What follows belongs to an exercise in optimizing a design on an open flow for small area; a production flow would make more cautious choices.
The RTL was checked by simulation tests, not by an equivalence proof against the original design.
The clock port is modelled as an ideal driver; clocking choices that lean on that would not hold on a real chip.
Power is estimated from default activity; no workload was simulated.

==> flow/design.v (excerpt) <==
module serial
    ( input  clk
    , input  reset
    , input  enable
    , input  can_send
    , input [7:0] data_in
    , input  in_stb
    , output wire [7:0] data_out
    , output wire  out_stb
    );
  reg [15:0] x;       
  reg [15:0] y;       
  reg [15:0] a;       
  reg        nl;      
  reg [4:0]  st;
  wire       cmd_up = st[1];
  wire       cmd_dn = st[0];
  wire in_mode   = (st[4:3] == 2'b00);
  wire mul_mode  = (st[4:3] == 2'b01);
  wire send_mode = (st[4:3] == 2'b10);
  wire newline = ~data_in[5];
  wire digit   = data_in[4] & ~data_in[6];
  wire apply   = in_stb & in_mode & digit;
  wire [3:0] n = data_in[3:0];
  wire send = send_mode & ~nl & can_send;
  genvar i;
  wire [3:0]  nx = (apply & ~cmd_up & ~cmd_dn) ? n : 4'd0;
  wire [16:0] xc;
  wire [15:0] xs;
  assign xc[0] = 1'b0;
  generate for (i = 0; i < 16; i = i + 1) begin : xadd
    if (i < 4) begin : f
      assign xs[i]   = x[i] ^ nx[i] ^ xc[i];
      assign xc[i+1] = (x[i] & nx[i]) | (xc[i] & (x[i] ^ nx[i]));
    end else begin : h
      assign xs[i]   = x[i] ^ xc[i];
  ...
Size: roughly 400 cells after synthesis, ~22 I/O pins, about 3600 um2 of cells after synthesis.
export LEC_CHECK = 0
export CAP_MARGIN = 0
export CORE_MARGIN = 2
export CORE_UTILIZATION = 40
export SLEW_MARGIN = 0
create_clock -name core_clock -period 10.0 [get_ports {clk}]
standard.sh (not shown) runs the stock make flow with config.mk's settings and CLKGATE_MAP_FILE= SYNTH_SCRIPT=/design/flow/synth_recipe.tcl, a recipe that flattens the netlist after the stock synthesis.
==> flow/flow/run.sh <==
#!/bin/bash
# Own layout flow: the standard synthesis (standard.sh synth), then an
# area-oriented ABC remap of its combinational logic (registers keep their
# names and cell types), then the standard layout steps from floorplan to
# finish, with buf_1 cells as the port buffers. Each tool's output goes to a
# log file of its own in this folder.
set -euo pipefail
here=$(pwd)
res=$here/orfs/results/$FLOW_PLATFORM/serial/base
lib=$FLOW_HOME/platforms/$FLOW_PLATFORM/lib/sky130_fd_sc_hd__tt_025C_1v80.lib
yosys_bin=/OpenROAD-flow-scripts/tools/install/yosys/bin/yosys
[[ -x $yosys_bin ]] || yosys_bin=yosys

bash standard.sh synth > synth_standard.log 2>&1
cp "$res/1_2_yosys.v" "$here/synth_standard.v"

# remap with each ABC script in flow/remap*.abc; keep the smallest fully
# mapped result
best=""; best_area=""
for abc in flow/remap*.abc; do
  k=$(basename "$abc" .abc)
  sed -e "s#@LIB@#$lib#g" -e "s#@IN@#$here/synth_standard.v#" \
      -e "s#@ABC@#$here/$abc#" -e "s#@STAT@#$here/${k}_stat.txt#" \
      -e "s#@OUT@#$here/${k}_all.v#" flow/remap.ys > ${k}_run.ys
  if ! "$yosys_bin" -s ${k}_run.ys > ${k}.log 2>&1; then continue; fi
  # keep only the top module (the others are the liberty cells read for their functions)
  awk '/^module serial\(/,/^endmodule/' ${k}_all.v > ${k}.v
  grep -q '^module serial(' ${k}.v || continue
  if grep -q '^ *assign ' ${k}.v; then continue; fi
  if grep -q '^ *\\\$' ${k}.v; then continue; fi
  area=$(awk '/Chip area for top module/ {print $NF}' ${k}_stat.txt)
  [[ -n "$area" ]] || continue
  if [[ -z "$best" ]] || awk -v a="$area" -v b="$best_area" 'BEGIN {exit !(a < b)}'; then
    best=$k; best_area=$area
  fi
done
echo "remap: chose $best with area $best_area" > remap_choice.log
[[ -n "$best" ]]
cp ${best}.v remap.v

cp remap.v "$res/1_2_yosys.v"
rm -f "$res/1_synth.odb" "$res/1_synth.sdc"
export BUFFER_PORTS_ARGS="-buffer_cell sky130_fd_sc_hd__buf_1"
export CTS_ARGS="-sink_clustering_enable -repair_clock_nets -dont_use_dummy_load"
export POST_CTS_TCL="$here/flow/post_cts.tcl"
bash standard.sh > layout.log 2>&1
test -f out/final.def
==> flow/flow/post_cts.tcl <==
proc my_max_clk_slew {} {
  estimate_parasitics -placement
  set mx 0
  foreach p [get_pins -hierarchical */CLK] {
    foreach k {slew_max_rise slew_max_fall} {
      set s [get_property $p $k]
      if {$s > $mx} { set mx $s }
    }
  }
  return $mx
}
set root [get_cells -quiet clkbuf_0_clk]
if {[llength $root] == 1} {
  set orig [get_property $root ref_name]
  puts "post_cts: root buffer $orig, max clock pin slew [my_max_clk_slew]"
  set done 0
  foreach m {sky130_fd_sc_hd__clkbuf_1 sky130_fd_sc_hd__clkbuf_2 sky130_fd_sc_hd__clkbuf_4} {
    if {$m == $orig} { break }
    replace_cell $root $m
    set s [my_max_clk_slew]
    puts "post_cts: try $m, max clock pin slew $s"
    if {$s <= 0.125} { set done 1; break }
  }
  if {!$done} { replace_cell $root $orig; my_max_clk_slew }
  puts "post_cts: root buffer now [get_property $root ref_name]"
  detailed_placement
  estimate_parasitics -placement
}
Other scripts of this flow, unchanged in this note and not shown: flow/flow/remap.ys, flow/flow/remap1.abc, flow/flow/remap2.abc, flow/flow/remap3.abc, flow/flow/remap4.abc
The first run went through all stages and came out clean.
Change:
--- a/flow/flow/run.sh
+++ b/flow/flow/run.sh
@@ -44,3 +44,2 @@
 export CTS_ARGS="-sink_clustering_enable -repair_clock_nets -dont_use_dummy_load"
-export POST_CTS_TCL="$here/flow/post_cts.tcl"
 bash standard.sh > layout.log 2>&1
--- a/flow/config.mk
+++ b/flow/config.mk
@@ -9,3 +9,3 @@
 export CORE_MARGIN = 2
-export CORE_UTILIZATION = 40
+export CORE_UTILIZATION = 25
 export SLEW_MARGIN = 0
removed: flow/flow/post_cts.tcl
=>
- global-route usage falls by 6.0 points
- via count rises by 2.4%
- die area rises by 57%
- maximum frequency stays flat
- sequential cell count stays the same
- sequential power barely changes
- non-clock buffer count is unchanged
Change:
--- a/flow/flow/run.sh
+++ b/flow/flow/run.sh
@@ -44,2 +44,4 @@
 export CTS_ARGS="-sink_clustering_enable -repair_clock_nets -dont_use_dummy_load"
+export POST_CTS_TCL="$here/flow/post_cts.tcl"
+export POST_RESIZE_TCL="$here/flow/post_resize.tcl"
 bash standard.sh > layout.log 2>&1
==> flow/flow/post_cts.tcl (new file) <==
proc my_max_clk_slew {} {
  estimate_parasitics -placement
  set mx 0
  foreach p [get_pins -hierarchical */CLK] {
    foreach k {slew_max_rise slew_max_fall} {
      set s [get_property $p $k]
      if {$s > $mx} { set mx $s }
    }
  }
  return $mx
}
set root [get_cells -quiet clkbuf_0_clk]
if {[llength $root] == 1} {
  set orig [get_property $root ref_name]
  puts "post_cts: root buffer $orig, max clock pin slew [my_max_clk_slew]"
  set done 0
  foreach m {sky130_fd_sc_hd__clkbuf_1 sky130_fd_sc_hd__clkbuf_2 sky130_fd_sc_hd__clkbuf_4} {
    if {$m == $orig} { break }
    replace_cell $root $m
    set s [my_max_clk_slew]
    puts "post_cts: try $m, max clock pin slew $s"
    if {$s <= 0.125} { set done 1; break }
  }
  if {!$done} { replace_cell $root $orig; my_max_clk_slew }
  puts "post_cts: root buffer now [get_property $root ref_name]"
  detailed_placement
  estimate_parasitics -placement
}
==> flow/flow/post_resize.tcl (new file) <==
# POST_RESIZE_TCL hook: try a smaller buffer for each buffer that repair_design
# inserted during placement (place*, load_slew*); keep a change only if it
# leaves no max-slew or max-capacitance violation (with the flow's margins).
proc my_violations {} {
  estimate_parasitics -placement
  return [expr {[sta::max_slew_violation_count] + [sta::max_capacitance_violation_count]}]
}
set base [my_violations]
puts "post_resize: violations before $base"
foreach inst [get_cells -quiet {place* load_slew*}] {
  set orig [get_property $inst ref_name]
  if {![string match "sky130_fd_sc_hd__buf_*" $orig]} { continue }
  set keep $orig
  foreach m {sky130_fd_sc_hd__buf_1 sky130_fd_sc_hd__buf_2} {
    if {$m == $orig} { break }
    replace_cell $inst $m
    if {[my_violations] <= $base} { set keep $m; break }
  }
  replace_cell $inst $keep
  puts "post_resize: [get_full_name $inst] $orig -> $keep"
}
puts "post_resize: violations after [my_violations]"
--- a/flow/config.mk
+++ b/flow/config.mk
@@ -9,3 +9,3 @@
 export CORE_MARGIN = 2
-export CORE_UTILIZATION = 25
+export CORE_UTILIZATION = 40
 export SLEW_MARGIN = 0
Result: The changed run produced a clean layout. Power went down by a few percent. Final area goes down by a few percent. Utilization came out higher by 15 points. First-iteration DRC count falls by a quarter to a third. Area after synthesis stays the same. Critical path depth grows by 11. Maximum frequency came out lower by roughly a tenth. Synthesized cell count is unchanged. Via count falls slightly. Wire length came out lower slightly.
Change:
--- a/flow/flow/run.sh
+++ b/flow/flow/run.sh
@@ -44,4 +44,2 @@
 export CTS_ARGS="-sink_clustering_enable -repair_clock_nets -dont_use_dummy_load"
-export POST_CTS_TCL="$here/flow/post_cts.tcl"
-export POST_RESIZE_TCL="$here/flow/post_resize.tcl"
 bash standard.sh > layout.log 2>&1
--- a/flow/config.mk
+++ b/flow/config.mk
@@ -9,3 +9,3 @@
 export CORE_MARGIN = 2
-export CORE_UTILIZATION = 40
+export CORE_UTILIZATION = 60
 export SLEW_MARGIN = 0
removed: flow/flow/post_cts.tcl
removed: flow/flow/post_resize.tcl
- The changed run produced a clean layout
- die area came out lower by a quarter to a third
- clock-buffer cell count is unchanged
- clock skew falls by 0.0090 ns
- setup slack improved by 1.0 ns
- via count increases slightly
- design area came out lower slightly
- cell count is lower by a few percent
- non-clock buffer count does not change
- power went up by a few percent

==> static timing again, ports no longer ideal <==
The flow's constraints put no driver on any port. The routed layouts listed below were extracted and timed again, unchanged, in two steps.
Step 1, drivers: a clkbuf_16 drives clk and a buf_2 each remaining input, both assumed.
Step 2 moves the port delays by t, midway between the first and last clock arrival at a register: inputs arrive t later, outputs are due t later. That takes back most of the time a late clock gives input paths.
a / b / c = no drivers / after step 1 / after step 2; a / b = the first two.
run | t (ns) | setup slack, ns | hold slack, ns | worst data-port slew with drivers (ns)
the first run | 0.569 | 2.180 / 2.180 / 1.787 | 0.512 / 0.512 / 0.512 | 0.03
the second run | 0.327 | 2.170 / 2.170 / 1.916 | 0.498 / 0.498 / 0.498 | 0.03
the third run | 0.543 | 1.137 / 1.144 / 0.601 | 0.513 / 0.513 / 0.513 | 0.03
the fourth run | 0.334 | 2.158 / 2.158 / 1.936 | 0.510 / 0.510 / 0.510 | 0.04
After both steps every run listed still meets setup and hold. The setup slack of the third run, which loses most, moves by +0.007 ns with the drivers and by -0.536 ns with both steps.
